From an optimization exercise on the open Yosys and OpenROAD flow, aimed at small area; shortcuts taken in it are not production practice. In this exercise RTL edits were held to simulation tests only and were not proved equivalent to the original. Power figures rest on the tool's default switching activity, not on a simulated workload.

<file path="flow/flow/run.sh">
#!/bin/bash
# The standard layout (standard.sh) with three changes:
#  - synthesis maps logic with an area-only ABC script (flow/abc_area2.script);
#    everything else in synthesis, flip-flop mapping included, is unchanged
#  - port buffers use buf_1
#  - the clock tree uses clkbuf_8 with larger sink clusters and no dummy loads
set -euo pipefail
here=$(pwd)
export MY_ABC_SCRIPT=$here/flow/abc_area2.script
export BUFFER_PORTS_ARGS="-buffer_cell sky130_fd_sc_hd__buf_1"
export CTS_ARGS="-sink_clustering_enable -repair_clock_nets -buf_list {sky130_fd_sc_hd__clkbuf_8} -sink_clustering_size 20 -sink_clustering_max_diameter 45 -dont_use_dummy_load"
sed "s|SYNTH_SCRIPT=[^ ]*|SYNTH_SCRIPT=$here/flow/my_synth.tcl|" standard.sh > my_standard.sh
grep -q "SYNTH_SCRIPT=$here/flow/my_synth.tcl" my_standard.sh
bash my_standard.sh > standard.log 2>&1
</file>
<file path="flow/flow/abc_area2.script">
strash
dch
map -a
strash
dch
map -a
topo
</file>
<file path="flow/flow/my_synth.tcl">
proc synth {args} { yosys synth -nofsm -noshare {*}$args }
proc abc {args} {
  if {[info exists ::env(MY_ABC_SCRIPT)]} {
    set i [lsearch -exact $args -script]
    if {$i >= 0} { set args [lreplace $args $i [expr {$i+1}] -script $::env(MY_ABC_SCRIPT)] }
  }
  puts "abc args: $args"
  yosys abc {*}$args
}
source $::env(SCRIPTS_DIR)/synth.tcl
# left out here: clear keep_hierarchy, flatten, clean up, hide names made inside functions, write 1_2_yosys.v
</file>
<file path="flow/standard.sh">
#!/bin/bash
# synth_recipe.tcl (not shown) runs the flow's synth.tcl, then flattens the netlist and writes it again
# the make line also repeats each setting of config.mk as NAME=value (left out here)
make -C /OpenROAD-flow-scripts/flow DESIGN_CONFIG=/design/flow/config.mk WORK_HOME=/design/flow/orfs CLKGATE_MAP_FILE= SYNTH_SCRIPT=/design/flow/synth_recipe.tcl "${@:-finish}"
</file>
<file path="flow/config.mk">
export PLATFORM = sky130hd
export DESIGN_NAME = top
export DESIGN_NICKNAME = top
export VERILOG_FILES = /design/flow/design.v
export SDC_FILE = /design/flow/constraint.sdc
export NUM_CORES = 4
export LEC_CHECK = 0
export ABC_AREA = 1
export CAP_MARGIN = 20
export CORE_MARGIN = 2
export CORE_UTILIZATION = 40
export SLEW_MARGIN = 20
</file>
<file path="flow/constraint.sdc">
create_clock -name core_clock -period 10.0 [get_ports {CLK}]
set_input_delay 2.0000 -clock core_clock [delete_from_list [all_inputs] [get_ports {CLK}]]
set_output_delay 2.0000 -clock core_clock [all_outputs]
set_load 0.01 [all_outputs]
</file>
<file path="flow/design.v">
`timescale 1ns / 1ps
module top(
    input CLK               ,
    input RST_N             ,
    input  SCL              ,
    input  SDA              ,
    output SDA_OUT          ,
    output OUT_EN           ,
    input [7:0] RO_ONE      ,
    input [7:0] RO_TWO      ,
    output [31:0] EFUSE_OUT ,
    output [7:0] CTRL_ONE       ,
    output [7:0] CTRL_TWO       ,
    output [7:0] CTRL_THREE     ,
    output VDD5V                ,
    input  Q                    ,
    output PGENB                ,
    output STROBE               ,
    output NR                   ,
    output [31:0] WE
    );
    assign VDD5V = 1'b1;
    wire efuse_bypass     ;
    wire efuse_write      ;
    wire efuse_multiple_en ;
    wire [31:0] efuse_in  ;
    wire write              ;
    wire read               ;
    wire wr_done            ;
    wire rd_done            ;
    wire dshift             ;
    wire [31:0] data_in     ;
    wire rst_n_s            ;
    wire clk_div_r          ;
    clk_div u_clk_div(
        .clk        (CLK        ),
        .rst_n      (rst_n_s    ),
        .clk_div_r  (clk_div_r  )
        );
    sync_async_reset u_sync_async_reset(
        .clk    (CLK    ),
        .rst_n  (RST_N  ),
        .rst_n_s(rst_n_s)
   );
    main_state_machine u_main_state_machine(
        .clk            (CLK        )  ,
        .rst_n          (rst_n_s    )  ,
        .efuse_write    (efuse_write)  ,
        .efuse_in       (efuse_in   )  ,
        .efuse_out      (EFUSE_OUT  )  ,
        .efuse_bypass   (efuse_bypass) ,
        .efuse_multiple_en (efuse_multiple_en),
        .write          (write      )  ,
        .read           (read       )  ,
        .data_write     (data_in    )  ,
        .dshift         (dshift     )  ,
        .q              (Q          )  ,
        .wr_done        (wr_done    )  ,
        .rd_done        (rd_done    )
    );
    efuse_controller u_efuse_controller(
        .clk        (CLK        ),
        .ce         (~clk_div_r ),
        .rst_n      (rst_n_s    ),
        .wr         (write      ),
        .rd         (read       ),
        .data_in    (data_in    ),
        .dshift     (dshift     ),
        .wr_done    (wr_done    ),
        .rd_done    (rd_done    ),
        .pgenb      (PGENB      ),
        .strobe     (STROBE     ),
        .nr         (NR         ),
        .we         (WE         )
    );
    i2c u_i2c(
        .clk           (CLK                 ),
        .reset_n       (rst_n_s             ),
        .efuse_write    (efuse_write        ),
        .efuse_bypass   (efuse_bypass       ),
        .efuse_multiple_en (efuse_multiple_en) ,
        .efuse_out      (EFUSE_OUT          ),
        .efuse_in       (efuse_in           ),
        .RO_ONE         (RO_ONE             ),
        .RO_TWO         (RO_TWO             ),
        .CTRL_ONE      (CTRL_ONE             ),
        .CTRL_TWO      (CTRL_TWO             ),
        .CTRL_THREE    (CTRL_THREE           ),
        .scl            (SCL                ),
        .sda            (SDA                ),
        .sda_out        (SDA_OUT            ),
        .sda_out_en     (OUT_EN             )
    );
endmodule
`timescale 1ns / 1ps
module clk_div (
    input clk           ,
    input rst_n         ,
    output reg clk_div_r
    );
    always @(posedge clk or negedge rst_n) begin
        if(!rst_n)
            clk_div_r <= 1'b1;
        else
            clk_div_r <= ~clk_div_r;
    end
endmodule
`timescale 1ns / 1ps
module sync_async_reset(
    input clk           ,
    input rst_n         ,
    output reg rst_n_s
    );
    reg mid_rst;
    always @(posedge clk or negedge rst_n) begin
        if(!rst_n) begin
            rst_n_s <= 1'b0     ;
            mid_rst <= 1'b0     ;
        end
        else begin
            mid_rst <= 1'b1     ;
            rst_n_s <= mid_rst  ;
        end
    end
endmodule
`timescale 1ns / 1ps
module main_state_machine(
    input clk           ,
    input rst_n         ,
    input efuse_bypass        ,
    output reg [31:0] efuse_out,
    input efuse_write       ,
    input efuse_multiple_en ,
    input [31:0] efuse_in   ,
    output reg [31:0] data_write,
    output write                ,
    output read                 ,
    input  dshift               ,
    input  q                    ,
    input wr_done               ,
    input rd_done
    );
    localparam READ = 2'b00;
    localparam WAIT = 2'b01;
    localparam PGM  = 2'b10;
    reg [1:0] state_c;
    reg [1:0] state_n;
    reg efuse_write_d0;
    wire efuse_write_up = efuse_write & ~efuse_write_d0;
    always @(posedge clk or negedge rst_n) begin
        if(!rst_n)
            state_c <= READ;
        else
            state_c <= state_n;
    end
    always @(*) begin
        case(state_c)
            READ:   state_n = rd_done ? WAIT : READ;
            WAIT:   state_n = (efuse_write_up && ((efuse_out==32'd0) || efuse_multiple_en)) ? PGM : WAIT;
            PGM:    state_n = wr_done ? READ : PGM;
            default:state_n = READ;
        endcase
    end
    always @(posedge clk or negedge rst_n) begin
        if(!rst_n)
            efuse_write_d0 <= 1'b0;
        else
            efuse_write_d0 <= efuse_write;
    end
    assign write = (state_c == PGM);
    assign read  = (state_c == READ) && !wr_done;
    always @(posedge clk or negedge rst_n) begin
        if(!rst_n)
            efuse_out <= 32'd0;
        else if (efuse_bypass)
            efuse_out <= efuse_in;
        else if(rd_done)
            efuse_out <= data_write;
    end
    always @(posedge clk or negedge rst_n) begin
        if(!rst_n)
            data_write <= 32'd0;
        else if(dshift)
            data_write <= {q, data_write[31:1]};
        else if(efuse_write && state_c != READ)
            data_write <= efuse_in & ~efuse_out;
    end
endmodule
`timescale 1ns / 1ps
module efuse_controller (
    input rst_n ,
    input clk   ,
    input ce    ,
    input wr    ,
    input rd    ,
    input [31:0] data_in,
    output dshift,           
    output reg pgenb,
    output reg nr,
    output reg strobe,
    output [31:0] we,
    output reg rd_done,
    output reg wr_done
    );
    localparam WAIT = 2'b00 ;
    localparam READ = 2'b01 ;
    localparam PGM  = 2'b10 ;
    localparam [5:0] ZERO = 6'd32;
    reg [1:0] state_c   ;
    reg [1:0] state_n   ;
    reg [5:0] temp      ;
    reg [5:0] we_i      ;
    reg we_nz_d0        ;
    reg strobe_d0       ;
    reg [4:0] cnt_t_pgm ;
    reg [4:0] cnt_bit   ;
    wire we_nz       = ~we_i[5];
    wire we_rise     = we_nz & ~we_nz_d0;
    wire strobe_fall = ~strobe & strobe_d0;
    wire din_p       = data_in[cnt_bit];
    wire din_t       = ~temp[5] & data_in[temp[4:0]];
    wire [5:0] temp_sh = temp[5] ? temp : temp + 6'd1;
    wire st_wait = (state_c == WAIT);
    wire st_read = (state_c == READ);
    wire st_pgm  = (state_c == PGM);
    genvar k;
    generate for (k = 0; k < 32; k = k + 1) begin : g_we
        assign we[k] = (we_i == k);
    end endgenerate
    assign dshift = ce & st_read & (cnt_t_pgm == 5'd2);
    always @(posedge clk or negedge rst_n) begin
        if(!rst_n)
            state_c <= WAIT;
        else if(ce)
            state_c <= state_n;
    end
    always @(*) begin
        case(state_c)
            WAIT:    state_n = rd ? READ : (wr ? PGM : WAIT);
            READ:    state_n = rd_done ? WAIT : READ;
            PGM:     state_n = wr_done ? WAIT : PGM;
            default: state_n = WAIT;
        endcase
    end
    always @(*) begin
        case(state_c)
            READ:    begin pgenb = 1'b1; nr = 1'b1; end
            PGM:     begin pgenb = 1'b0; nr = 1'b0; end
            default: begin pgenb = 1'b1; nr = 1'b0; end
        endcase
    end
    always @(posedge clk or negedge rst_n) begin
        if(!rst_n)
            strobe <= 1'b0;
        else if(ce) begin
            if(st_read)
                strobe <= (cnt_t_pgm == 5'd0 && we_nz) || (cnt_t_pgm == 5'd1);
            else if(st_pgm) begin
                if(we_rise)
                    strobe <= 1'b1;
                else if(cnt_t_pgm == 5'd19)
                    strobe <= 1'b0;
            end
            else
                strobe <= 1'b0;
        end
    end
    always @(posedge clk or negedge rst_n) begin
        if(!rst_n) begin
            strobe_d0 <= 1'b0;
            we_nz_d0  <= 1'b0;
        end
        else if(ce) begin
            strobe_d0 <= strobe;
            we_nz_d0  <= we_nz;
        end
    end
    always @(posedge clk or negedge rst_n) begin
        if(!rst_n)
            cnt_bit <= 5'd0;
        else if(ce && st_pgm) begin
            if(cnt_bit == 5'd31) begin
                if(strobe_fall || !din_p)
                    cnt_bit <= 5'd0;
            end
            else if(state_n == WAIT)
                cnt_bit <= 5'd0;
            else if(!din_p || strobe_fall)
                cnt_bit <= cnt_bit + 5'd1;
        end
        else if(ce && st_read) begin
            if((cnt_bit == 5'd31) && strobe_fall)
                cnt_bit <= 5'd0;
            else if(cnt_t_pgm == 5'd3)
                cnt_bit <= cnt_bit + 5'd1;
        end
    end
    always @(posedge clk or negedge rst_n) begin
        if(!rst_n)
            cnt_t_pgm <= 5'd0;
        else if(ce) begin
            if(st_pgm && we_nz) begin
                if(cnt_t_pgm == 5'd19)
                    cnt_t_pgm <= 5'd0;
                else if(strobe)
                    cnt_t_pgm <= cnt_t_pgm + 5'd1;
                else
                    cnt_t_pgm <= 5'd0;
            end
            else if(st_read)
                cnt_t_pgm <= (cnt_t_pgm == 5'd4) ? 5'd0 : cnt_t_pgm + 5'd1;
            else
                cnt_t_pgm <= 5'd0;
        end
    end
    always @(posedge clk or negedge rst_n) begin
        if(!rst_n) begin
            wr_done <= 1'b0;
            rd_done <= 1'b0;
        end
        else if(ce) begin
            wr_done <= st_pgm && (cnt_bit == 5'd31) && (strobe_fall || !din_p);
            rd_done <= st_read && (cnt_bit == 5'd31) && strobe_fall;
        end
    end
    always @(posedge clk or negedge rst_n) begin
        if(!rst_n)
            we_i <= ZERO;
        else if(ce) begin
            if(state_n == READ && !we_nz)
                we_i <= temp;
            else if(st_read) begin
                if(cnt_t_pgm == 5'd3)
                    we_i <= ZERO;
                else if(cnt_t_pgm == 5'd4)
                    we_i <= temp;
            end
            else if(st_pgm)
                we_i <= (strobe_fall || !din_t) ? ZERO : temp;
        end
    end
    always @(posedge clk or negedge rst_n) begin
        if(!rst_n)
            temp <= 6'd0;
        else if(ce) begin
            if(st_read && cnt_t_pgm == 5'd3)
                temp <= temp_sh;
            else if(cnt_t_pgm == 5'd19)
                temp <= temp_sh;
            else if(st_pgm && !din_p)
                temp <= temp_sh;
            else if(st_wait)
                temp <= 6'd0;
        end
    end
endmodule
`timescale 1ns/1ps
module i2c  (
    input clk                   ,
    input reset_n               ,
    input  [31:0] efuse_out     ,
    output [31:0] efuse_in      ,
    output efuse_bypass         ,
    output efuse_write          ,
    output efuse_multiple_en    ,
    input [7:0] RO_ONE          ,
    input [7:0] RO_TWO          ,
    output [7:0] CTRL_ONE       ,
    output [7:0] CTRL_TWO       ,
    output [7:0] CTRL_THREE     ,
    input scl                   ,
    input sda                   ,
    output reg sda_out          ,
    output reg sda_out_en
    );
    localparam I2C_IDLE = 1'b0;
    localparam I2C_WORK = 1'b1;
    reg [7:0] reg2, reg3, reg4, reg5, reg6, reg7, reg8, reg9;
    reg [7:0] addr      ;
    reg [7:0] tj        ;
    reg [4:0] i         ;
    reg [4:0] i_n       ;
    reg state           ;
    reg n_state         ;
    reg amatch          ;
    reg arw             ;
    reg rbit            ;
    reg scl_in, sda_in  ;
    reg scl_old, sda_old;
    wire i2c_start = scl_old & scl_in & sda_old & ~sda_in;
    wire i2c_stop  = scl_old & scl_in & ~sda_old & sda_in;
    wire scl_rise  = ~scl_old & scl_in;
    wire scl_fall  = scl_old & ~scl_in;
    wire work      = (state == I2C_WORK);
    wire i2c_get   = amatch & arw;
    wire i2c_set   = amatch & ~arw;
    wire time_out  = (tj >= 8'd250);
    wire i_rd      = (i >= 5'd9) && (i <= 5'd16);
    assign efuse_in          = {reg5, reg4, reg3, reg2};
    assign efuse_write       = reg6[0];
    assign efuse_bypass      = reg6[1];
    assign efuse_multiple_en = reg6[2];
    assign CTRL_ONE          = reg7;
    assign CTRL_TWO          = reg8;
    assign CTRL_THREE        = reg9;
    reg [7:0] rsrc;
    always @(*) begin
        case(addr)
            8'd0:  rsrc = RO_ONE;
            8'd1:  rsrc = RO_TWO;
            8'd2:  rsrc = reg2;
            8'd3:  rsrc = reg3;
            8'd4:  rsrc = reg4;
            8'd5:  rsrc = reg5;
            8'd6:  rsrc = reg6;
            8'd7:  rsrc = reg7;
            8'd8:  rsrc = reg8;
            8'd9:  rsrc = reg9;
            8'd10: rsrc = efuse_out[7:0];
            8'd11: rsrc = efuse_out[15:8];
            8'd12: rsrc = efuse_out[23:16];
            8'd13: rsrc = efuse_out[31:24];
            default: rsrc = 8'd0;
        endcase
    end
    always @(posedge clk or negedge reset_n) begin
        if(!reset_n)
            rbit <= 1'b0;
        else
            rbit <= rsrc[3'd0 - i_n[2:0]];
    end
    always @(*) begin
        n_state = state;
        if(!work) begin
            if(i2c_start) n_state = I2C_WORK;
        end
        else if(i2c_stop)
            n_state = I2C_IDLE;
        else if(scl_fall && i == 5'd17 && i2c_get)
            n_state = I2C_IDLE;
    end
    always @(*) begin
        i_n = i;
        if(!work)
            i_n = 5'd0;
        else if(i2c_stop || i2c_start)
            i_n = 5'd0;
        else if(scl_rise) begin
            if(i < 5'd30) i_n = i + 5'd1;
        end
        else if(scl_fall && i == 5'd17 && i2c_get)
            i_n = 5'd0;
    end
    always @(posedge clk or negedge reset_n) begin
        if(!reset_n) begin
            state <= I2C_IDLE;
            i     <= 5'd0;
        end else begin
            state <= n_state;
            i     <= i_n;
        end
    end
    always @(posedge clk or negedge reset_n) begin
        if (!reset_n) begin
            reg2 <= 8'd0;
            reg3 <= 8'd0;
            reg4 <= 8'd0;
            reg5 <= 8'd0;
            reg6 <= 8'd0;
            reg7 <= 8'd0;
            reg8 <= 8'd0;
            reg9 <= 8'hff;
        end
        else if(work && scl_fall && (i == 5'd26) && i2c_set) begin
            case(addr)
                8'd2 :  reg2 <= tj;
                8'd3 :  reg3 <= tj;
                8'd4 :  reg4 <= tj;
                8'd5 :  reg5 <= tj;
                8'd6 :  reg6 <= tj;
                8'd7 :  reg7 <= tj;
                8'd8 :  reg8 <= tj;
                8'd9 :  reg9 <= tj;
                default: ;
            endcase
        end
    end
    always @(posedge clk or negedge reset_n)begin
        if (reset_n == 1'b0) begin
            scl_in  <= 1'b0;
            sda_in  <= 1'b0;
            scl_old <= 1'b0;
            sda_old <= 1'b0;
        end
        else begin
            scl_in  <= scl;
            sda_in  <= sda;
            scl_old <= scl_in;
            sda_old <= sda_in;
        end
    end
    wire en_set = (i == 5'd8 && amatch) ||
                  ((i == 5'd17 || i == 5'd26) && i2c_set) ||
                  (i_rd && i2c_get);
    always @(posedge clk or negedge reset_n)begin
        if(!reset_n)
            tj <= 8'd0;
        else if(work && scl_fall) begin
            if(en_set)
                tj <= 8'd0;
        end
        else if(sda_out_en)
            tj <= tj + 8'd1;
        else if(work && scl_rise && (i > 5'd17) && (i < 5'd26) && !i2c_get)
            tj <= {tj[6:0], sda_in};
    end
    always @(posedge clk or negedge reset_n) begin
        if(!reset_n)begin
            sda_out <= 1'b0;
        end
        else if(!work || i2c_stop || i2c_start)
            sda_out <= 1'b1;
        else if(scl_fall) begin
            if (i == 5'd8 && amatch)
                sda_out <= 1'b0;
            else if ((i == 5'd17 || i == 5'd26) && i2c_set)
                sda_out <= 1'b0;
            else if (i_rd && i2c_get)
                sda_out <= rbit;
            else if (i == 5'd17 && i2c_get)
                sda_out <= 1'b1;
            else if (i == 5'd27 && i2c_set)
                sda_out <= 1'b1;
        end
    end
    always @(posedge clk or negedge reset_n) begin
        if(!reset_n)
            addr <= 8'd0;
        else if(work && scl_rise && i_rd && !i2c_get)
            addr <= {addr[6:0], sda_in};
    end
    always @(posedge clk or negedge reset_n) begin
        if(!reset_n) begin
            amatch <= 1'b1;
            arw    <= 1'b0;
        end
        else if (!work || i2c_stop || i2c_start)
            amatch <= 1'b1;
        else if (scl_rise) begin
            if (i < 5'd7)
                amatch <= amatch & (sda_in == ~i[0]);
            else if (i == 5'd7)
                arw <= sda_in;
        end
    end
    always @(posedge clk or negedge reset_n) begin
        if(!reset_n)
            sda_out_en <= 1'b0;
        else if(work) begin
            if (i2c_stop || i2c_start)
                sda_out_en <= 1'b0;
            else if (scl_fall)
                sda_out_en <= en_set;
            else if (sda_out_en && time_out)
                sda_out_en <= 1'b0;
        end
    end
endmodule
</file>
==> summary.txt, run 1 <==
Logic synthesis
  • Syn_area_per_cell: 8.272 sq um
  • Synth async-reset ratio: 100.0%
  • Most common flop cell mapped by yosys: dfrtp_1
  • Area contributors post-synth: dfrtp_1 (47%), nand2_1 (7.5%), o21ai_0 (6.8%), clkinv_1 (5.4%), a21oi_1 (5.4%)
  • Synth Warn #: 5
  • Synth Register Bits: around 190
  • Distinct cells, synth: 37
  • Gate count of the mapped netlist: 1181
  • Post-synth EDFFs: 0
  • Yosys top cell area share: 46.88%
  • Sequential share of the synthesized area: roughly half
  • Synth area leader: dfrtp_1
  • Mapped cell area: 9769 sq um

GRT
  • Met3 usage: 4.649%
  • Congestion Overflow GR: 0
  • Vias in the first global route: 8875
  • Global Route met2 Usage: about two fifths
  • Largest net degree at the start of global routing: 70
  • Initial antenna violation count: 0
  • GRT busiest layer: met2
  • Global router's overall resource usage: 26.10%
  • Met1 Use GR: 37.71%
  • Wire length of the first global-routing pass: 52.01 mm

Timing
  • Pins Over Slew Limit: 0
  • RSZ-0062 raised after global routing: false
  • Rel. slew slack: just under 30%
  • Fin crit share: 38.59%
  • Max Freq: 0.2592 GHz
  • Final TNS setup: 0 ns
  • Post-layout min period: roughly 3.9 ns
  • Finish-stage setup viols: 0
  • Setup Skew: 0.03480 ns
  • Worst Max-Slew Pin Slew: 1.051 ns
  • WHS: 0.3500 ns
  • Hold Fails Final Rpt: 0

Cells and area
  • Share of cells above drive strength 1: 3.414%
  • Area delta synth->final: 11.53%
  • # fillers: 2422
  • Commonest non-fill, non-tap cells in the layout: nand2_1 (196), dfrtp_1 (182), clkinv_1 (141)
  • Final nets: 1354
  • Ant. Diodes: 0
  • Commonest non-fill, non-tap cell in the layout: nand2_1

Route
  • Vias per cell: 5.832
  • Post-DRT Antenna Nets: 0
  • WL final: about 33 mm
  • Via count: 9576
  • DRC Markers: 0
  • WL per Instance: between 20 and 25 microns
  • 1st-iter DRT viols: around 1000
  • DRT Pass-1 Iters: 8

Die
  • Num rows: 57
  • Die area: 25690 sq um
  • Die Height: 160.3 microns
  • I/O pins: between 100 and 150
  • Area of the core: 24180 sq um
  • Starting Density: 40.41%
  • Die X: between 150 and 200 microns

Clocking
  • Clock root buffer: clkbuf_8
  • Post-CTS setup buffers: 0
  • CTS Buffer Depth: 2
  • Num CTS Buffers: 17
  • H-tree depth: 4
  • Resized Gates After CTS: 0
  • CTS tree: yes
  • # hold bufs at CTS: 0
  • Worst-path clk slew: around 0.090 ns
  • Worst-Skew Late Latency: 0.48 ns
  • # clock sinks: 194

Pwr
  • Pwr Total: 0.001419 W
  • Power Dens Cells: 130.2 nW/um^2
  • Peak VDD IR: 0.1186 mV
  • Pleak: 4.363 nW

Worst setup path
  • Crit path launch type: flip-flop
  • Worst reg2reg path startpoint: u_efuse_controller.state_c[0]$_DFFE_PN0N_
  • Req. time, crit path: ~8.0 ns
  • Worst-case reg-to-reg path depth: 8
  • Crit path launch: u_efuse_controller.we_i[5]$_DFFE_PN1P_
  • Critical Path Fanout Max: 16
  • Crit Path Class: reg2out
  • Element type at the critical path end: primary output
  • Arr. time, crit path: 1.86 ns

Min path
  • Min-delay src: u_sync_async_reset.mid_rst$_DFF_PN0_
  • Hold Path Class: reg2reg
  • Cell count of the worst hold path: 0

Job
  • Max cap viols: 0

Place
  • Post-DP HPWL: 24.20 mm
  • GPL Wtd Cong: 0.9380
  • IO Port Bufs: 113

Status
  • Status: complete, no violations
==> synthesized netlist by cell type, types with 3 or more instances <==
| library cell | count |
|---|---|
| a21boi_0 | 3 |
| a21oi_1 | 105 |
| a221oi_1 | 21 |
| a22oi_1 | 23 |
| a31oi_1 | 12 |
| a32o_1 | 3 |
| clkinv_1 | 141 |
| dfrtp_1 | 183 |
| dfstp_2 | 11 |
| ha_1 | 13 |
| mux2_2 | 3 |
| nand2_1 | 196 |
| nand3_1 | 47 |
| nand4_1 | 20 |
| nor2_1 | 126 |
| nor3_1 | 20 |
| nor4_1 | 4 |
| o211ai_1 | 8 |
| o21ai_0 | 133 |
| o22ai_1 | 77 |
| o311ai_0 | 4 |
| o32ai_1 | 4 |
| xor2_1 | 3 |
==> worst max-delay path: stages, from the launching register on <==
cell,delay [ns]
dfstp_2,0.56
clkinv_1,0.16
nand2_1,0.41
nor2_1,0.11
buf_1,0.14
==> worst paths after layout <==
path                                                                       end  slack [ns]
worst max-delay path                                                     WE[4]        6.14
worst min-delay path                      u_sync_async_reset.rst_n_s$_DFF_PN0_        0.35
worst max register to register  u_main_state_machine.data_write[1]$_DFFE_PN0P_        6.32
worst min register to register            u_sync_async_reset.rst_n_s$_DFF_PN0_        0.35
max in group asynchronous                                 u_i2c.rbit$_DFF_PN0_        7.32
min in group asynchronous        u_main_state_machine.efuse_out[9]$_DFFE_PN0P_        0.39
==> power breakdown <==
group / total [W] / switching [W] / internal [W]
registers: 0.000837 / 0.0000288 / 0.000808
logic: 0.000179 / 0.000140 / 0.0000393
clock network: 0.000403 / 0.000252 / 0.000151
==> routing by layer <==
metal / part of all wire [%] / wire length, microns
met1: 45 / 14820
met3: 8.2 / 2697
met4: 2.7 / 885
met2: 44 / 14560
met5: 0 / 0
==> state kept, by name (all words and copies together), names as in the netlist, 6 cells and up <==
| register | flops |
|---|---|
| u_i2c.reg9 | 8 |
| u_i2c.reg3 | 8 |
| u_efuse_controller.we_i | 6 |
| u_main_state_machine.data_write | 32 |
| u_i2c.tj | 8 |
| u_efuse_controller.temp | 6 |
| u_i2c.reg6 | 8 |
| u_i2c.reg8 | 8 |
| u_i2c.addr | 8 |
| u_i2c.reg7 | 8 |
| u_main_state_machine.efuse_out | 32 |
| u_i2c.reg5 | 8 |
| u_i2c.reg4 | 8 |
| u_i2c.reg2 | 8 |
==> kinds of logic (layout without fill, tap and decap cells) <==
group	Yosys count	in the layout	share of synthesized area, %
compound gates	406	406	24.56
xor+xnor	4	4	0.3587
fa+ha+maj	13	13	1.665
buf+inv	142	278	5.494
flops	194	194	49.83
mux	3	3	0.3458
other cells	1	2	0.03839
simple gates	418	418	17.70
==> final cells by class <==
type | instances | area (sq um) | area share [%]
Clock buffer | 17 | 234.0 | 2.147
Inverter | 141 | 529.3 | 4.858
Multi-Input combinational cell | 846 | 4378 | 40.18
Sequential cell | 194 | 4872 | 44.72
Tap cell | 324 | 405.4 | 3.721
Timing Repair Buffer | 120 | 476.7 | 4.375
==> metrics by stage <==
stage | worst slack [ns] | cell area (sq um) | utilization [%] | cells
floorplan | 4.213 | 9773 | - | 1182
global placement | 6.154 | 10650 | 44.07 | 1625
detailed placement | 5.967 | 10650 | 44.07 | 1625
CTS | 5.920 | 10890 | 45.03 | 1642
global route | 5.931 | 10900 | 45.07 | 1642
finish | 6.141 | 10900 | 45.07 | 1642
==> inputs of run 2 (changes only) <==
--- a/flow/flow/run.sh
+++ b/flow/flow/run.sh
@@ -8,7 +8,7 @@
 here=$(pwd)
 export MY_ABC_SCRIPT=$here/flow/abc_area2.script
 export BUFFER_PORTS_ARGS="-buffer_cell sky130_fd_sc_hd__buf_1"
-export CTS_ARGS="-sink_clustering_enable -repair_clock_nets -buf_list {sky130_fd_sc_hd__clkbuf_8} -sink_clustering_size 20 -sink_clustering_max_diameter 45 -dont_use_dummy_load"
+export CTS_ARGS="-sink_clustering_enable -repair_clock_nets -buf_list {sky130_fd_sc_hd__clkbuf_16} -sink_clustering_size 40 -sink_clustering_max_diameter 60 -dont_use_dummy_load"
 sed "s|SYNTH_SCRIPT=[^ ]*|SYNTH_SCRIPT=$here/flow/my_synth.tcl|" standard.sh > my_standard.sh
 grep -q "SYNTH_SCRIPT=$here/flow/my_synth.tcl" my_standard.sh
 bash my_standard.sh > standard.log 2>&1
==> summary.txt, run 2 <==
Logic synthesis
  • Sequential share of the synthesized area: 49.83%
  • Gate count of the mapped netlist: 1181
  • Synth area leader: dfrtp_1
  • Yosys top cell area share: 46.88%
  • Mapped cell area: around 9800 sq um
  • Post-synth EDFFs: 0
  • Distinct cells, synth: 37
  • Synth async-reset ratio: 100.0%
  • Cell with the most instances after synthesis: nand2_1
  • Most common flop cell mapped by yosys: dfrtp_1
  • Synth Register Bits: a little under 200
  • Synth top cells by count: nand2_1 (196), dfrtp_1 (183), clkinv_1 (141), o21ai_0 (133), nor2_1 (126)
  • Synth Warn #: 5
  • Area contributors post-synth: dfrtp_1 (47%), nand2_1 (7.5%), o21ai_0 (6.8%), clkinv_1 (5.4%), a21oi_1 (5.4%)
  • Syn_area_per_cell: 8.272 sq um

GRT
  • Wire length of the first global-routing pass: 52.03 mm
  • Initial antenna violation count: 0
  • Global router's overall resource usage: 26.16%
  • Congestion Overflow GR: 0
  • Vias in the first global route: 8878
  • Largest net degree at the start of global routing: 70

Cells and area
  • Ant. Diodes: 0
  • Commonest non-fill, non-tap cells in the layout: nand2_1 (196), dfrtp_1 (182), clkinv_1 (141)
  • Area delta synth->final: 13.49%
  • Finished Cell Area: 11090 sq um
  • Final nets: about 1400
  • Finished Layout Cells: 1642
  • Share of cells above drive strength 1: 3.414%
  • Commonest non-fill, non-tap cell in the layout: nand2_1
  • Largest regs: u_main_state_machine.data_write x32, u_main_state_machine.efuse_out x32
  • Final core area utilization: 45.86%

Route
  • Vias per cell: between 5 and 6
  • WL per Instance: 20.10 microns
  • Post-DRT Antenna Nets: 0
  • 1st-iter DRT viols: 1117
  • DRT Pass-1 Iters: 6
  • WL final: 33.01 mm
  • DRC Markers: 0
  • Via count: 9642

Worst setup path
  • Worst reg2reg path startpoint: u_efuse_controller.state_c[0]$_DFFE_PN0N_
  • Critical Path Fanout Max: 16
  • Element type at the critical path end: primary output
  • Req. time, crit path: 8.00 ns
  • Crit Path Class: reg2out
  • Worst-case reg-to-reg path depth: 8
  • Worst r2r dst: u_main_state_machine.data_write[1]$_DFFE_PN0P_
  • Reg2Reg Setup Slack: 6.37 ns
  • Arr. time, crit path: 1.81 ns
  • Crit path launch type: flip-flop

Place
  • Post-DP HPWL: 24.20 mm
  • DP Area: between 10000 and 15000 sq um
  • Placed cells: 1625
  • IO Port Bufs: between 100 and 150
  • GPL Wtd Cong: 0.9380

Pwr
  • Logic pwr share: 11.2%
  • Power Dens Cells: about 140 nW/um^2
  • Seq pwr share: 52.7%
  • Sw Share: 28.03%
  • Cell internal pwr: 0.001144 W
  • Pleak: 4.451 nW
  • Psw: 0.0004457 W
  • Peak VDD IR: 0.1189 mV
  • Clock power share: 36.1%

Clocking
  • CTS Buffer Depth: 2
  • # clock sinks: roughly 190
  • CTS tree: yes
  • # hold bufs at CTS: 0
  • Clock root buffer: clkbuf_16
  • Post-CTS setup buffers: 0
  • Worst-Skew Late Latency: 0.45 ns
  • Num CTS Buffers: 17
  • H-tree depth: 4
  • Worst-path clk slew: ~0.070 ns
  • Resized Gates After CTS: 0

Die
  • Die Height: ~160 microns
  • Area of the core: 24180 sq um
  • Die area: 25690 sq um
  • I/O pins: between 100 and 150
  • Die X: ~160 microns
  • Starting Density: around two fifths
  • Num rows: 57

Timing
  • WHS: 0.3464 ns
  • Fin crit share: 38.15%
  • Pins Over Slew Limit: 0
  • Worst Max-Slew Pin Slew: between 1 and 1.5 ns
  • Hold Fails Final Rpt: 0
  • RSZ-0062 raised after global routing: false
  • Post-layout min period: 3.815 ns
  • Final TNS setup: 0 ns
  • Finish-stage setup viols: 0
  • Rel. slew slack: 30.19%
  • Setup Skew: 0.02454 ns
  • Max Freq: 0.2621 GHz

Status
  • Status: complete, no violations

Min path
  • End of the worst hold path: u_sync_async_reset.rst_n_s$_DFF_PN0_
  • Cell count of the worst hold path: 0
  • Min-delay src: u_sync_async_reset.mid_rst$_DFF_PN0_
  • Hold Path Class: reg2reg

Job
  • Max cap viols: 0
## run 2: cell counts after synthesis
Identical to the previous run, type by type.
## run 2: metal layers
metal	part of all wire, %	GRT usage [%]	vias up
met5	0	0	-
met4	2.5	8.681	0
met3	8.5	5.403	55
met2	44	39.57	482
met1	45	37.58	4610
li1	-	-	4495
## run 2: layout make-up
cell class | count | area [sq um]
fillers | 2386 | 13090
clock buffers | 17 | 425.4
inverters | 141 | 529.3
multi-input cells | 846 | 4378
well taps | 324 | 405.4
repair buffers | 120 | 476.7
flip-flops and latches | 194 | 4872
## run 2: cells by family after synthesis
group / count (synthesis) / share of synthesized area (%)
fa+ha+maj: 13 / 1.665
mux: 3 / 0.3458
other cells: 1 / 0.03839
flops: 194 / 49.83
simple gates: 418 / 17.70
xor+xnor: 4 / 0.3587
buf+inv: 142 / 5.494
compound gates: 406 / 24.56
## run 2: critical path, stage by stage (launching register included)
cell and delay [ns]:
dfstp_2 0.55, clkinv_1 0.16, nand2_1 0.41, nor2_1 0.11, buf_1 0.14
## run 2: how the worst max path moves through the flow
stage / start / end / slack, ns / depth (start not counted)
6_report: u_efuse_controller.we_i[5]$_DFFE_PN1P_ / WE[4] / 6.19 / 4
5_1_grt: u_efuse_controller.we_i[5]$_DFFE_PN1P_ / WE[1] / 5.98 / 4
4_1_cts: u_efuse_controller.state_c[0]$_DFFE_PN0N_ / u_main_state_machine.data_write[29]$_DFFE_PN0P_ / 5.94 / 8
3_5_place_dp: u_efuse_controller.state_c[0]$_DFFE_PN0N_ / u_main_state_machine.data_write[1]$_DFFE_PN0P_ / 5.97 / 8
3_3_place_gp: u_efuse_controller.state_c[0]$_DFFE_PN0N_ / u_main_state_machine.data_write[1]$_DFFE_PN0P_ / 6.15 / 8
2_1_floorplan: u_sync_async_reset.rst_n_s$_DFF_PN0_ / u_efuse_controller.cnt_bit[0]$_DFFE_PN0P_ / 4.21 / 0
## run 2: power groups by stage
stage,registers (W),logic (W),clock network (W)
5_1_grt,0.000840,0.000197,0.000613
6_report,0.000838,0.000179,0.000574
4_1_cts,0.000838,0.000179,0.000582
3_5_place_dp,0.000852,0.000179,0
3_3_place_gp,0.000851,0.000179,0
2_1_floorplan,0.000851,0.0000964,0
## run 2: through the flow
stage | setup slack, ns | total power [W]
detailed placement | 5.967 | 0.001031
global placement | 6.154 | 0.001030
global route | 5.978 | 0.001650
floorplan | 4.213 | 0.0009475
CTS | 5.939 | 0.001599
finish | 6.185 | 0.001590
==> inputs of run 3 (changes only) <==
--- a/flow/flow/run.sh
+++ b/flow/flow/run.sh
@@ -8,7 +8,7 @@
 here=$(pwd)
 export MY_ABC_SCRIPT=$here/flow/abc_area2.script
 export BUFFER_PORTS_ARGS="-buffer_cell sky130_fd_sc_hd__buf_1"
-export CTS_ARGS="-sink_clustering_enable -repair_clock_nets -buf_list {sky130_fd_sc_hd__clkbuf_16} -sink_clustering_size 40 -sink_clustering_max_diameter 60 -dont_use_dummy_load"
+export CTS_ARGS="-sink_clustering_enable -repair_clock_nets -buf_list {sky130_fd_sc_hd__clkbuf_8} -sink_clustering_size 16 -sink_clustering_max_diameter 60 -dont_use_dummy_load"
 sed "s|SYNTH_SCRIPT=[^ ]*|SYNTH_SCRIPT=$here/flow/my_synth.tcl|" standard.sh > my_standard.sh
 grep -q "SYNTH_SCRIPT=$here/flow/my_synth.tcl" my_standard.sh
 bash my_standard.sh > standard.log 2>&1
==> summary.txt, run 3 <==
Worst setup path
  • Arr. time, crit path: 1.86 ns
  • Reg2Reg Setup Slack: roughly 6.3 ns
  • Worst-case reg-to-reg path depth: 8
  • Element type at the critical path end: primary output
  • Worst r2r dst: u_main_state_machine.data_write[1]$_DFFE_PN0P_
  • Req. time, crit path: 8.00 ns
  • Crit path launch type: flip-flop
  • Crit path to: WE[4]
  • Critical Path Fanout Max: 16
  • Crit path launch: u_efuse_controller.we_i[5]$_DFFE_PN1P_
  • Worst reg2reg path startpoint: u_efuse_controller.state_c[0]$_DFFE_PN0N_
  • Crit Path Class: reg2out

Clocking
  • # clock sinks: 194
  • Resized Gates After CTS: 0
  • Clock root buffer: clkbuf_8
  • H-tree depth: 4
  • Post-CTS setup buffers: 0
  • CTS Buffer Depth: 2
  • Num CTS Buffers: 17
  • Worst-path clk slew: 0.09 ns
  • Worst-Skew Late Latency: ~0.48 ns
  • # hold bufs at CTS: 0
  • CTS tree: yes

Timing
  • Setup Skew: ~0.035 ns
  • Final TNS setup: 0 ns
  • Worst Max-Slew Pin Slew: 1.051 ns
  • Fin crit share: approximately 39%
  • Finish-stage setup viols: 0
  • RSZ-0062 raised after global routing: false
  • Hold Fails Final Rpt: 0
  • Max Freq: 0.2592 GHz
  • Rel. slew slack: 29.77%
  • Post-layout min period: 3.859 ns
  • Pins Over Slew Limit: 0

Die
  • Area of the core: between 20000 and 25000 sq um
  • I/O pins: 115
  • Die X: 160.3 microns
  • Die area: 25690 sq um
  • Num rows: 57
  • Starting Density: 40.41%
  • Die Height: around 160 microns

Logic synthesis
  • Most common flop cell mapped by yosys: dfrtp_1
  • Synth Register Bits: 194
  • Sequential share of the synthesized area: 49.83%
  • Mapped cell area: 9769 sq um
  • Syn_area_per_cell: slightly above 8 sq um
  • Distinct cells, synth: 37
  • Post-synth EDFFs: 0
  • Gate count of the mapped netlist: 1181
  • Synth async-reset ratio: 100.0%
  • Synth area leader: dfrtp_1
  • Yosys top cell area share: 46.88%
  • Area contributors post-synth: dfrtp_1 (47%), nand2_1 (7.5%), o21ai_0 (6.8%), clkinv_1 (5.4%), a21oi_1 (5.4%)
  • Cell with the most instances after synthesis: nand2_1
  • Synth Warn #: 5
  • Synth top cells by count: nand2_1 (196), dfrtp_1 (183), clkinv_1 (141), o21ai_0 (133), nor2_1 (126)

Route
  • WL per Instance: 20.07 microns
  • DRT Pass-1 Iters: 8
  • Vias per cell: just under 6
  • Via count: about 9600
  • WL final: 32.95 mm
  • Post-DRT Antenna Nets: 0
  • 1st-iter DRT viols: roughly 1000
  • DRC Markers: 0

Place
  • Post-DP HPWL: 24.20 mm
  • DP Area: 10650 sq um
  • GPL Wtd Cong: 0.9380
  • IO Port Bufs: 113

Cells and area
  • Final nets: 1354
  • Commonest non-fill, non-tap cells in the layout: nand2_1 (196), dfrtp_1 (182), clkinv_1 (141)
  • Ant. Diodes: 0
  • Largest regs: u_main_state_machine.data_write x32, u_main_state_machine.efuse_out x32
  • Finished Cell Area: 10900 sq um
  • Share of cells above drive strength 1: 3.414%
  • Commonest non-fill, non-tap cell in the layout: nand2_1
  • Area delta synth->final: 11.53%

GRT
  • Congestion Overflow GR: 0
  • Wire length of the first global-routing pass: around 52 mm
  • Largest net degree at the start of global routing: 70
  • Global router's overall resource usage: 26.10%
  • Initial antenna violation count: 0
  • Vias in the first global route: 8875

Status
  • Status: complete, no violations

Pwr
  • Clock power share: between 20% and 30%
  • Logic pwr share: roughly 13%
  • Psw: 0.0004209 W
  • Power Dens Cells: 130.2 nW/um^2
  • Seq pwr share: 59.0%
  • Cell internal pwr: 0.0009981 W
  • Sw Share: 29.66%
  • Peak VDD IR: 0.1186 mV
  • Pleak: 4.363 nW

Min path
  • Hold Path Class: reg2reg

Job
  • Max cap viols: 0
-- run 3: cell types whose count changed in the layout (fill, tap and decap cells not counted) --
cell	change
clkbuf_16	-17
clkbuf_8	+17
-- run 3: kinds of logic after synthesis --
group           count (synthesis)  synth area share (%)
xor+xnor                        4                0.3587
flops                         194                 49.83
other cells                     1               0.03839
mux                             3                0.3458
buf+inv                       142                 5.494
fa+ha+maj                      13                 1.665
compound gates                406                 24.56
simple gates                  418                 17.70
-- run 3: through the flow --
step	hold WS (ns)	power (W)	setup slack (ns)	std cells	util, %
after floorplan	0.3312	0.0009475	4.213	1182	-
after global placement	0.3338	0.001030	6.154	1625	44.07
after detailed placement	0.3347	0.001031	5.967	1625	44.07
after CTS	0.3510	0.001431	5.920	1642	45.03
after global routing	0.3762	0.001483	5.931	1642	45.07
final	0.3500	0.001419	6.141	1642	45.07
-- run 3: worst min-delay path by stage --
stage / from / end / slack (ns) / depth (start not counted)
final: u_sync_async_reset.mid_rst$_DFF_PN0_ / u_sync_async_reset.rst_n_s$_DFF_PN0_ / 0.35 / 0
after global routing: u_sync_async_reset.mid_rst$_DFF_PN0_ / u_sync_async_reset.rst_n_s$_DFF_PN0_ / 0.38 / 0
after CTS: u_sync_async_reset.mid_rst$_DFF_PN0_ / u_sync_async_reset.rst_n_s$_DFF_PN0_ / 0.35 / 0
after detailed placement: u_sync_async_reset.mid_rst$_DFF_PN0_ / u_sync_async_reset.rst_n_s$_DFF_PN0_ / 0.33 / 0
after global placement: u_sync_async_reset.mid_rst$_DFF_PN0_ / u_sync_async_reset.rst_n_s$_DFF_PN0_ / 0.33 / 0
after floorplan: u_sync_async_reset.mid_rst$_DFF_PN0_ / u_sync_async_reset.rst_n_s$_DFF_PN0_ / 0.33 / 0
-- run 3: routing by layer --
layer / track usage [%] / vias up / wire [microns]
met5: 0 / - / 0
met4: 9.009 / 0 / 885
met3: 4.649 / 50 / 2697
met2: 39.63 / 458 / 14560
met1: 37.71 / 4564 / 14820
li1: - / 4504 / -
-- run 3: area by class of cell --
cell class	instances	area, sq um
flip-flops and latches	194	4872
inverters	141	529.3
clock buffers	17	234.0
repair buffers	120	476.7
fillers	2422	13280
multi-input cells	846	4378
well taps	324	405.4
-- run 3: power by group through the flow --
stage	combinational (W)	sequential (W)	clock, W
final	0.000179	0.000837	0.000403
after floorplan	0.0000964	0.000851	0
after global routing	0.000197	0.000840	0.000447
after global placement	0.000179	0.000851	0
after detailed placement	0.000179	0.000852	0
after CTS	0.000179	0.000837	0.000415
-- run 3: worst max-delay path: stages (launching register included) --
cell and delay [ns]:
dfstp_2 0.56, clkinv_1 0.16, nand2_1 0.41, nor2_1 0.11, buf_1 0.14
==> inputs of run 4 (changes only) <==
--- a/flow/design.v
+++ b/flow/design.v
@@ -205,7 +205,20 @@
     localparam WAIT = 2'b00 ;
     localparam READ = 2'b01 ;
     localparam PGM  = 2'b10 ;
-    localparam [5:0] ZERO = 6'd32;
+    localparam [4:0] T0  = 5'b00000, T1 = 5'b00001, T2 = 5'b00011,
+                     T3  = 5'b00111, T4 = 5'b01110, T19 = 5'b11101;
+    localparam [159:0] DB = {5'd16, 5'd24, 5'd12, 5'd6, 5'd19, 5'd9, 5'd20, 5'd26,
+                             5'd13, 5'd22, 5'd27, 5'd29, 5'd30, 5'd31, 5'd15, 5'd23,
+                             5'd11, 5'd21, 5'd10, 5'd5, 5'd2, 5'd17, 5'd8, 5'd4,
+                             5'd18, 5'd25, 5'd28, 5'd14, 5'd7, 5'd3, 5'd1, 5'd0};
+    localparam [4:0] B31 = 5'd16;
+    localparam [5:0] ZERO = 6'b100000;
+    function [4:0] t_next(input [4:0] c);
+        t_next = {c[3:0], ~(c[4] ^ c[2])};
+    endfunction
+    function [4:0] b_next(input [4:0] c);
+        b_next = {c[3:0], ~(c[4] ^ c[2]) ^ (c[3:0] == 4'b1111)};
+    endfunction
     reg [1:0] state_c   ;
     reg [1:0] state_n   ;
     reg [5:0] temp      ;
@@ -217,17 +230,20 @@
     wire we_nz       = ~we_i[5];
     wire we_rise     = we_nz & ~we_nz_d0;
     wire strobe_fall = ~strobe & strobe_d0;
-    wire din_p       = data_in[cnt_bit];
-    wire din_t       = ~temp[5] & data_in[temp[4:0]];
-    wire [5:0] temp_sh = temp[5] ? temp : temp + 6'd1;
+    wire [31:0] dperm;
+    wire din_p       = dperm[cnt_bit];
+    wire din_t       = ~temp[5] & dperm[temp[4:0]];
+    wire [5:0] temp_sh = temp[5] ? temp :
+                         (temp[4:0] == B31) ? ZERO : {1'b0, b_next(temp[4:0])};
     wire st_wait = (state_c == WAIT);
     wire st_read = (state_c == READ);
     wire st_pgm  = (state_c == PGM);
     genvar k;
     generate for (k = 0; k < 32; k = k + 1) begin : g_we
-        assign we[k] = (we_i == k);
+        assign we[k]             = (we_i == {1'b0, DB[5*k +: 5]});
+        assign dperm[DB[5*k +: 5]] = data_in[k];
     end endgenerate
-    assign dshift = ce & st_read & (cnt_t_pgm == 5'd2);
+    assign dshift = ce & st_read & (cnt_t_pgm == T2);
     always @(posedge clk or negedge rst_n) begin
         if(!rst_n)
             state_c <= WAIT;
@@ -254,11 +270,11 @@
             strobe <= 1'b0;
         else if(ce) begin
             if(st_read)
-                strobe <= (cnt_t_pgm == 5'd0 && we_nz) || (cnt_t_pgm == 5'd1);
+                strobe <= (cnt_t_pgm == T0 && we_nz) || (cnt_t_pgm == T1);
             else if(st_pgm) begin
                 if(we_rise)
                     strobe <= 1'b1;
-                else if(cnt_t_pgm == 5'd19)
+                else if(cnt_t_pgm == T19)
                     strobe <= 1'b0;
             end
             else
@@ -279,20 +295,20 @@
         if(!rst_n)
             cnt_bit <= 5'd0;
         else if(ce && st_pgm) begin
-            if(cnt_bit == 5'd31) begin
+            if(cnt_bit == B31) begin
                 if(strobe_fall || !din_p)
                     cnt_bit <= 5'd0;
             end
             else if(state_n == WAIT)
                 cnt_bit <= 5'd0;
             else if(!din_p || strobe_fall)
-                cnt_bit <= cnt_bit + 5'd1;
+                cnt_bit <= b_next(cnt_bit);
         end
         else if(ce && st_read) begin
-            if((cnt_bit == 5'd31) && strobe_fall)
+            if((cnt_bit == B31) && strobe_fall)
                 cnt_bit <= 5'd0;
-            else if(cnt_t_pgm == 5'd3)
-                cnt_bit <= cnt_bit + 5'd1;
+            else if(cnt_t_pgm == T3)
+                cnt_bit <= b_next(cnt_bit);
         end
     end
     always @(posedge clk or negedge rst_n) begin
@@ -300,15 +316,15 @@
             cnt_t_pgm <= 5'd0;
         else if(ce) begin
             if(st_pgm && we_nz) begin
-                if(cnt_t_pgm == 5'd19)
-                    cnt_t_pgm <= 5'd0;
+                if(cnt_t_pgm == T19)
+                    cnt_t_pgm <= T0;
                 else if(strobe)
-                    cnt_t_pgm <= cnt_t_pgm + 5'd1;
+                    cnt_t_pgm <= t_next(cnt_t_pgm);
                 else
                     cnt_t_pgm <= 5'd0;
             end
             else if(st_read)
-                cnt_t_pgm <= (cnt_t_pgm == 5'd4) ? 5'd0 : cnt_t_pgm + 5'd1;
+                cnt_t_pgm <= (cnt_t_pgm == T4) ? T0 : t_next(cnt_t_pgm);
             else
                 cnt_t_pgm <= 5'd0;
         end
@@ -319,8 +335,8 @@
             rd_done <= 1'b0;
         end
         else if(ce) begin
-            wr_done <= st_pgm && (cnt_bit == 5'd31) && (strobe_fall || !din_p);
-            rd_done <= st_read && (cnt_bit == 5'd31) && strobe_fall;
+            wr_done <= st_pgm && (cnt_bit == B31) && (strobe_fall || !din_p);
+            rd_done <= st_read && (cnt_bit == B31) && strobe_fall;
         end
     end
     always @(posedge clk or negedge rst_n) begin
@@ -330,9 +346,9 @@
             if(state_n == READ && !we_nz)
                 we_i <= temp;
             else if(st_read) begin
-                if(cnt_t_pgm == 5'd3)
+                if(cnt_t_pgm == T3)
                     we_i <= ZERO;
-                else if(cnt_t_pgm == 5'd4)
+                else if(cnt_t_pgm == T4)
                     we_i <= temp;
             end
             else if(st_pgm)
@@ -343,9 +359,9 @@
         if(!rst_n)
             temp <= 6'd0;
         else if(ce) begin
-            if(st_read && cnt_t_pgm == 5'd3)
+            if(st_read && cnt_t_pgm == T3)
                 temp <= temp_sh;
-            else if(cnt_t_pgm == 5'd19)
+            else if(cnt_t_pgm == T19)
                 temp <= temp_sh;
             else if(st_pgm && !din_p)
                 temp <= temp_sh;
@@ -394,7 +410,8 @@
     wire work      = (state == I2C_WORK);
     wire i2c_get   = amatch & arw;
     wire i2c_set   = amatch & ~arw;
-    wire time_out  = (tj >= 8'd250);
+    wire time_out  = (tj == 8'd216);
+    wire tj_fb     = ~(tj[7] ^ tj[5] ^ tj[4] ^ tj[3]);
     wire i_rd      = (i >= 5'd9) && (i <= 5'd16);
     assign efuse_in          = {reg5, reg4, reg3, reg2};
     assign efuse_write       = reg6[0];
@@ -510,7 +527,7 @@
                 tj <= 8'd0;
         end
         else if(sda_out_en)
-            tj <= tj + 8'd1;
+            tj <= {tj[6:0], tj_fb};
         else if(work && scl_rise && (i > 5'd17) && (i < 5'd26) && !i2c_get)
             tj <= {tj[6:0], sda_in};
     end
==> flow/flow/abc_area2.script (replaced) <==
strash
&get -n
&deepsyn -J 10
&put
dch
map -a
strash
dch
map -a
topo
==> summary.txt, run 4 <==
Status
  • Status: complete, no violations

Timing
  • Worst Max-Slew Pin Slew: 1.125 ns
  • Setup Skew: 0.05763 ns
  • Max Freq: 0.2644 GHz
  • Pins Over Slew Limit: 0
  • RSZ-0062 raised after global routing: false
  • Rel. slew slack: between 20% and 30%
  • Hold Fails Final Rpt: 0
  • WHS: 0.3598 ns
  • Fin crit share: between 30% and 40%
  • Post-layout min period: between 3 and 4 ns
  • Finish-stage setup viols: 0
  • Final TNS setup: 0 ns

Worst setup path
  • Arr. time, crit path: 1.78 ns
  • Req. time, crit path: 8.00 ns
  • Worst reg2reg path startpoint: u_i2c.sda_in$_DFF_PN0_
  • Crit path launch: u_efuse_controller.we_i[5]$_DFFE_PN1P_
  • Worst r2r dst: u_i2c.rbit$_DFF_PN0_
  • Element type at the critical path end: primary output
  • Crit path launch type: flip-flop
  • Critical Path Fanout Max: 8
  • Reg2Reg Setup Slack: 6.50 ns
  • Worst-case reg-to-reg path depth: 15
  • Crit Path Class: reg2out
  • Crit path to: WE[11]

Die
  • Die area: 24810 sq um
  • Die Height: 157.5 microns
  • I/O pins: 115
  • Num rows: 56
  • Die X: 157.5 microns
  • Starting Density: 40.41%
  • Area of the core: 23330 sq um

GRT
  • Vias in the first global route: roughly 9000
  • Initial antenna violation count: 0
  • Congestion Overflow GR: 0
  • Largest net degree at the start of global routing: 71
  • Wire length of the first global-routing pass: 53.61 mm
  • Global router's overall resource usage: 29.26%

Clocking
  • # hold bufs at CTS: 0
  • # clock sinks: 194
  • H-tree depth: 4
  • Resized Gates After CTS: 0
  • Post-CTS setup buffers: 0
  • CTS tree: yes
  • Worst-path clk slew: 0.11 ns
  • Worst-Skew Late Latency: around 0.49 ns
  • CTS Buffer Depth: 2
  • Clock root buffer: clkbuf_8
  • Num CTS Buffers: 17

Route
  • DRT Pass-1 Iters: 5
  • DRC Markers: 0
  • 1st-iter DRT viols: 805
  • Via count: 9143
  • Vias per cell: 5.876
  • Post-DRT Antenna Nets: 0
  • WL per Instance: 22.52 microns
  • WL final: 35.05 mm

Min path
  • Hold Path Class: reg2reg

Cells and area
  • Finished Layout Cells: 1556
  • Final core area utilization: 45.23%
  • Share of cells above drive strength 1: under 10%
  • Final nets: 1264
  • Ant. Diodes: 0
  • Largest regs: u_main_state_machine.data_write x32, u_main_state_machine.efuse_out x32
  • Commonest non-fill, non-tap cells in the layout: clkinv_1 (213), dfrtp_1 (182), nor2_1 (141)
  • Commonest non-fill, non-tap cell in the layout: clkinv_1
  • Area delta synth->final: 11.94%

Logic synthesis
  • Distinct cells, synth: 36
  • Cell with the most instances after synthesis: clkinv_1
  • Yosys top cell area share: between 40% and 50%
  • Area contributors post-synth: dfrtp_1 (49%), clkinv_1 (8.5%), nor2_1 (5.7%), o22ai_1 (4.9%), o21ai_0 (4.5%)
  • Post-synth EDFFs: 0
  • Syn_area_per_cell: 8.579 sq um
  • Mapped cell area: 9428 sq um
  • Most common flop cell mapped by yosys: dfrtp_1
  • Sequential share of the synthesized area: between 50% and 60%
  • Synth async-reset ratio: 100.0%
  • Synth area leader: dfrtp_1
  • Synth top cells by count: clkinv_1 (213), dfrtp_1 (183), nor2_1 (142), nand2_1 (98), o21ai_0 (84)
  • Synth Warn #: 5
  • Gate count of the mapped netlist: 1099
  • Synth Register Bits: 194

Pwr
  • Pleak: 3.855 nW
  • Power Dens Cells: 139.7 nW/um^2
  • Peak VDD IR: 0.06536 mV

Place
  • GPL Wtd Cong: roughly 0.95
  • Post-DP HPWL: about 27 mm
  • IO Port Bufs: 113
  • Placed cells: 1538

Job
  • Max cap viols: 0
-- run 4: cell count changes in the layout (fill, tap and decap cells not counted), moves of 5 or more --
cell | previous run | this run
nand2_1 | 196 | 98
nor3_1 | 20 | 15
o21ai_0 | 133 | 84
a22oi_1 | 23 | 10
a21oi_1 | 105 | 57
nor2_1 | 124 | 141
nand3_1 | 46 | 61
o221ai_1 | 2 | 37
a221oi_1 | 21 | 36
ha_1 | 13 | 4
clkinv_1 | 141 | 213
-- run 4: worst min-delay path by stage --
| stage | from | end | slack, ns | cells after the start |
|---|---|---|---|---|
| floorplan | u_sync_async_reset.mid_rst$_DFF_PN0_ | u_sync_async_reset.rst_n_s$_DFF_PN0_ | 0.33 | 0 |
| global placement | u_sync_async_reset.mid_rst$_DFF_PN0_ | u_sync_async_reset.rst_n_s$_DFF_PN0_ | 0.33 | 0 |
| detailed placement | u_sync_async_reset.mid_rst$_DFF_PN0_ | u_sync_async_reset.rst_n_s$_DFF_PN0_ | 0.34 | 0 |
| CTS | u_sync_async_reset.mid_rst$_DFF_PN0_ | u_sync_async_reset.rst_n_s$_DFF_PN0_ | 0.37 | 0 |
| global route | u_sync_async_reset.mid_rst$_DFF_PN0_ | u_sync_async_reset.rst_n_s$_DFF_PN0_ | 0.37 | 0 |
| finish | u_sync_async_reset.mid_rst$_DFF_PN0_ | u_sync_async_reset.rst_n_s$_DFF_PN0_ | 0.36 | 0 |
-- run 4: through the flow --
step	total power [W]	worst slack, ns	cell area [sq um]
after CTS	0.001478	6.210	10550
final	0.001475	6.217	10550
after global placement	0.001085	6.679	10310
after global routing	0.001534	6.053	10550
after floorplan	0.0009799	4.213	9432
after detailed placement	0.001079	6.630	10310
-- run 4: kinds of logic after synthesis --
family / count (synthesis) / synth area share (%)
adders and majority gates: 4 / 0.5309
buffers and inverters: 214 / 8.560
other: 1 / 0.03978
and+or+nand+nor: 338 / 15.06
AOI/OAI and AO/OA: 344 / 23.80
DFF: 194 / 51.64
xor gates and xnor gates: 4 / 0.3717
-- run 4: power by group --
group          internal, W  total (W)  switching, W
Combinational    0.0000513   0.000168      0.000117
Clock             0.000151   0.000404      0.000253
Sequential        0.000813   0.000902     0.0000895
-- run 4: critical path, cell delays in order, from the launching register on --
cell and delay [ns]:
dfstp_2 0.56, clkinv_1 0.19, nand3_1 0.32, nor2_1 0.09, buf_1 0.13
-- run 4: final cells by class --
| type | count | area, sq um |
|---|---|---|
| multi-input combinational | 692 | 3765 |
| sequential | 194 | 4872 |
| fill | 2353 | 12780 |
| clock buffer | 17 | 234.0 |
| tap | 319 | 399.1 |
| timing repair buffer | 121 | 484.2 |
| inverter | 213 | 799.5 |
-- run 4: per-layer routing --
metal / wire, microns / up-vias / track usage, %
li1: - / 4194 / -
met1: 15100 / 4450 / 40.46
met5: 0 / - / 0
met3: 2592 / 64 / 4.626
met2: 16200 / 435 / 46.48
met4: 1149 / 0 / 10.91
==> inputs of run 5 (changes only) <==
==> flow/flow/abc_area2.script (replaced) <==
strash
&get -n
&deepsyn -J 10
&put
strash
&get -n
&dch
&nf -R 1000 -C 32
&put
topo
==> summary.txt, run 5 <==
Status
  • Status: complete, no violations

Cells and area
  • Largest regs: u_main_state_machine.data_write x32, u_main_state_machine.efuse_out x32
  • Share of cells above drive strength 1: 4.175%
  • Ant. Diodes: 0
  • Area of the multi-input gates: between 4000 and 5000 sq um
  • Area delta synth->final: 12.22%
  • Reg area: 4872 sq um
  • Commonest non-fill, non-tap cells in the layout: dfrtp_1 (182), nor2_1 (115), buf_1 (113)
  • Final nets: 1057
  • # fillers: 2206
  • Commonest non-fill, non-tap cell in the layout: dfrtp_1

Timing
  • Max Freq: 0.2701 GHz
  • Rel. slew slack: 25.25%
  • Finish-stage setup viols: 0
  • Hold Fails Final Rpt: 0
  • Pins Over Slew Limit: 0
  • Post-layout min period: 3.702 ns
  • RSZ-0062 raised after global routing: false
  • Fin crit share: 37.02%
  • Final TNS setup: 0 ns
  • Worst Max-Slew Pin Slew: around 1.1 ns
  • Setup Skew: 0.05070 ns

Pwr
  • Cell internal pwr: between 0.0009 and 0.001 W
  • Pleak: 4.412 nW
  • Peak VDD IR: between 0.07 and 0.08 mV
  • Power Dens Cells: 120.1 nW/um^2
  • Pwr Total: 0.001235 W
  • Sw Share: a little under a quarter
  • Psw: ~0.00028 W
  • Seq pwr share: around 65%
  • Logic pwr share: 3.2%
  • Clock power share: 32.1%

Worst setup path
  • Top delay family on crit path: simple AND/OR/NAND/NOR gates
  • Highest-delay cell along the critical path: dfrtp_1
  • Critical Path Fanout Max: 9
  • Arr. time, crit path: roughly 1.7 ns
  • Crit Path Class: reg2out
  • Critical path buffers and inverters: 1
  • CP Cell Sequence: or3_1 > nor2_1 > buf_1
  • Req. time, crit path: approximately 8 ns
  • Element type at the critical path end: primary output
  • Crit path launch type: flip-flop
  • CP peak stage delay: roughly 0.47 ns

GRT
  • Vias in the first global route: 7712
  • Global router's overall resource usage: about a quarter
  • Initial antenna violation count: 0
  • Largest net degree at the start of global routing: 71
  • Wire length of the first global-routing pass: 45.74 mm
  • Congestion Overflow GR: 0

Logic synthesis
  • Distinct cells, synth: 46
  • Mapped cell area: approximately 9200 sq um
  • Yosys top cell area share: between 40% and 50%
  • Most common flop cell mapped by yosys: dfrtp_1
  • Cell with the most instances after synthesis: dfrtp_1
  • Synth area leader: dfrtp_1
  • Gate count of the mapped netlist: 888
  • Syn_area_per_cell: 10.32 sq um
  • Synth top cells by count: dfrtp_1 (183), nor2_1 (115), a21oi_1 (74), o22ai_1 (53), nor3_1 (47)
  • Sequential share of the synthesized area: about 53%
  • Synth Warn #: 5
  • Synth Register Bits: 194
  • Area contributors post-synth: dfrtp_1 (50%), mux2_1 (5.4%), nor2_1 (4.7%), a21oi_1 (4.0%), o22ai_1 (3.6%)
  • Post-synth EDFFs: 0
  • Synth async-reset ratio: 100.0%

Route
  • DRT Pass-1 Iters: 5
  • WL per Instance: 22.32 microns
  • Via count: 8242
  • Post-DRT Antenna Nets: 0
  • 1st-iter DRT viols: 910
  • Vias per cell: 6.268
  • DRC Markers: 0
  • WL final: 29.35 mm

Clocking
  • CTS tree: yes
  • Num CTS Buffers: 17
  • # clock sinks: roughly 190
  • # hold bufs at CTS: 0
  • Clock root buffer: clkbuf_8
  • Resized Gates After CTS: 0
  • Worst-path clk slew: 0.11 ns
  • Worst-Skew Late Latency: 0.48 ns
  • H-tree depth: 4
  • CTS Buffer Depth: 2
  • Post-CTS setup buffers: 0

Job
  • Max cap viols: 0

Die
  • Die area: 24130 sq um
  • Die Height: 155.4 microns
  • I/O pins: 115
  • Starting Density: 40.59%
  • Num rows: 55
  • Die X: 155.4 microns
  • Area of the core: 22570 sq um

Place
  • Post-DP HPWL: 21.02 mm
  • IO Port Bufs: between 100 and 150
  • GPL Wtd Cong: 0.9454

Min path
  • Hold Path Class: reg2async
## run 5: worst register-to-register path, cell delays in order (launching register included)
cell and delay (ns):
dfrtp_1 0.44, or2_0 0.44, o22ai_1 0.27, nor3_1 0.06, o21ai_0 0.09, o21ai_0 0.10
mux2_1 0.29, o21ai_0 0.28, a221oi_1 0.19, nor3_1 0.48, nor2_1 0.21, a22o_1 0.27
## run 5: layer usage
metal,GRT usage (%),wire length (microns),up-vias
li1,-,-,3718
met1,35.38,12970,4032
met2,37.82,12990,438
met3,5.376,2664,54
met4,7.776,723,0
met5,0,0,-
## run 5: final timing paths
check / start / endpoint / slack, ns / depth (start not counted)
max: u_efuse_controller.we_i[0]$_DFFE_PN0P_ / WE[8] / 6.30 / 3
min: u_sync_async_reset.rst_n_s$_DFF_PN0_ / u_main_state_machine.efuse_out[28]$_DFFE_PN0P_ / 0.29 / 0
max reg2reg: u_efuse_controller.cnt_bit[1]$_DFFE_PN0P_ / u_efuse_controller.temp[0]$_DFFE_PN0P_ / 6.79 / 11
min reg2reg: u_sync_async_reset.rst_n_s$_DFF_PN0_ / u_main_state_machine.efuse_out[28]$_DFFE_PN0P_ / 0.29 / 0
max in group asynchronous: u_sync_async_reset.rst_n_s$_DFF_PN0_ / u_main_state_machine.data_write[0]$_DFFE_PN0P_ / 7.74 / 2
min in group core_clock: u_sync_async_reset.mid_rst$_DFF_PN0_ / u_sync_async_reset.rst_n_s$_DFF_PN0_ / 0.36 / 0
## run 5: cell families (layout without fill, tap and decap cells)
family                     count (synthesis)  in the layout  share of synthesized area, %
other                                      1              2                       0.04093
xor gates and xnor gates                  10             10                        0.9560
DFF                                      194            194                         53.13
and+or+nand+nor                          298            298                         15.50
AOI/OAI and AO/OA                        291            291                         22.49
adders and majority gates                  4              4                        0.5462
muxes                                     44             44                         5.408
buffers and inverters                     46            187                         1.925
## run 5: layout make-up
class / count / area share, %
clock buffers: 17 / 2.275
inverters: 45 / 1.643
repair buffers: 125 / 4.977
well taps: 285 / 3.468
multi-input cells: 649 / 40.25
flip-flops and latches: 194 / 47.38
## run 5: metrics by stage
step	setup WS, ns	hold slack (ns)	util (%)	cells	cell area, sq um
finish	6.298	0.2912	45.55	1315	10280
global route	6.186	0.3342	45.55	1315	10280
CTS	6.286	0.3123	45.55	1315	10280
detailed placement	6.792	0.2994	44.52	1298	10050
global placement	6.815	0.3020	44.50	1297	10040
floorplan	4.213	0.3312	-	889	9166
## run 5: power by group through the flow
stage	Combinational, W	Sequential [W]	Clock, W
5_1_grt	0.0000449	0.000800	0.000443
6_report	0.0000395	0.000799	0.000397
3_3_place_gp	0.0000399	0.000814	0
2_1_floorplan	0.0000186	0.000819	0
4_1_cts	0.0000402	0.000799	0.000408
3_5_place_dp	0.0000401	0.000814	0

port drivers added, routing unchanged:
The results above use ideal ports. As a check the final layouts listed here were re-extracted and re-timed, cells and wires unchanged. Step 1 sets driving cells, clkbuf_16 on the clock port and buf_2 on the other inputs (assumed; they add their load-dependent delay and slew). Step 2 times the ports against the registers' clock, not the clock port: input delays grow and output delays shrink by t, the midpoint of the rising clock arrivals with the driver on. a / b / c = ideal / step 1 / step 2; a / b = the first two.
run | t, ns | setup WS [ns] | worst setup path at the end | worst slew at a driven data input, ns | pins driven straight from the clock port
run 1 | 0.510 | 6.141 / 6.097 / 6.321 | register to register | 0.03 | 1
run 2 | 0.483 | 6.185 / 6.136 / 6.370 | register to register | 0.03 | 1
run 3 | 0.510 | 6.141 / 6.097 / 6.321 | register to register | 0.03 | 1
run 4 | 0.504 | 6.217 / 6.176 / 6.496 | register to register | 0.04 | 1
run 5 | 0.503 | 6.298 / 6.253 / 6.756 | register to output | 0.04 | 1
After both steps setup and hold are still met in every run listed.
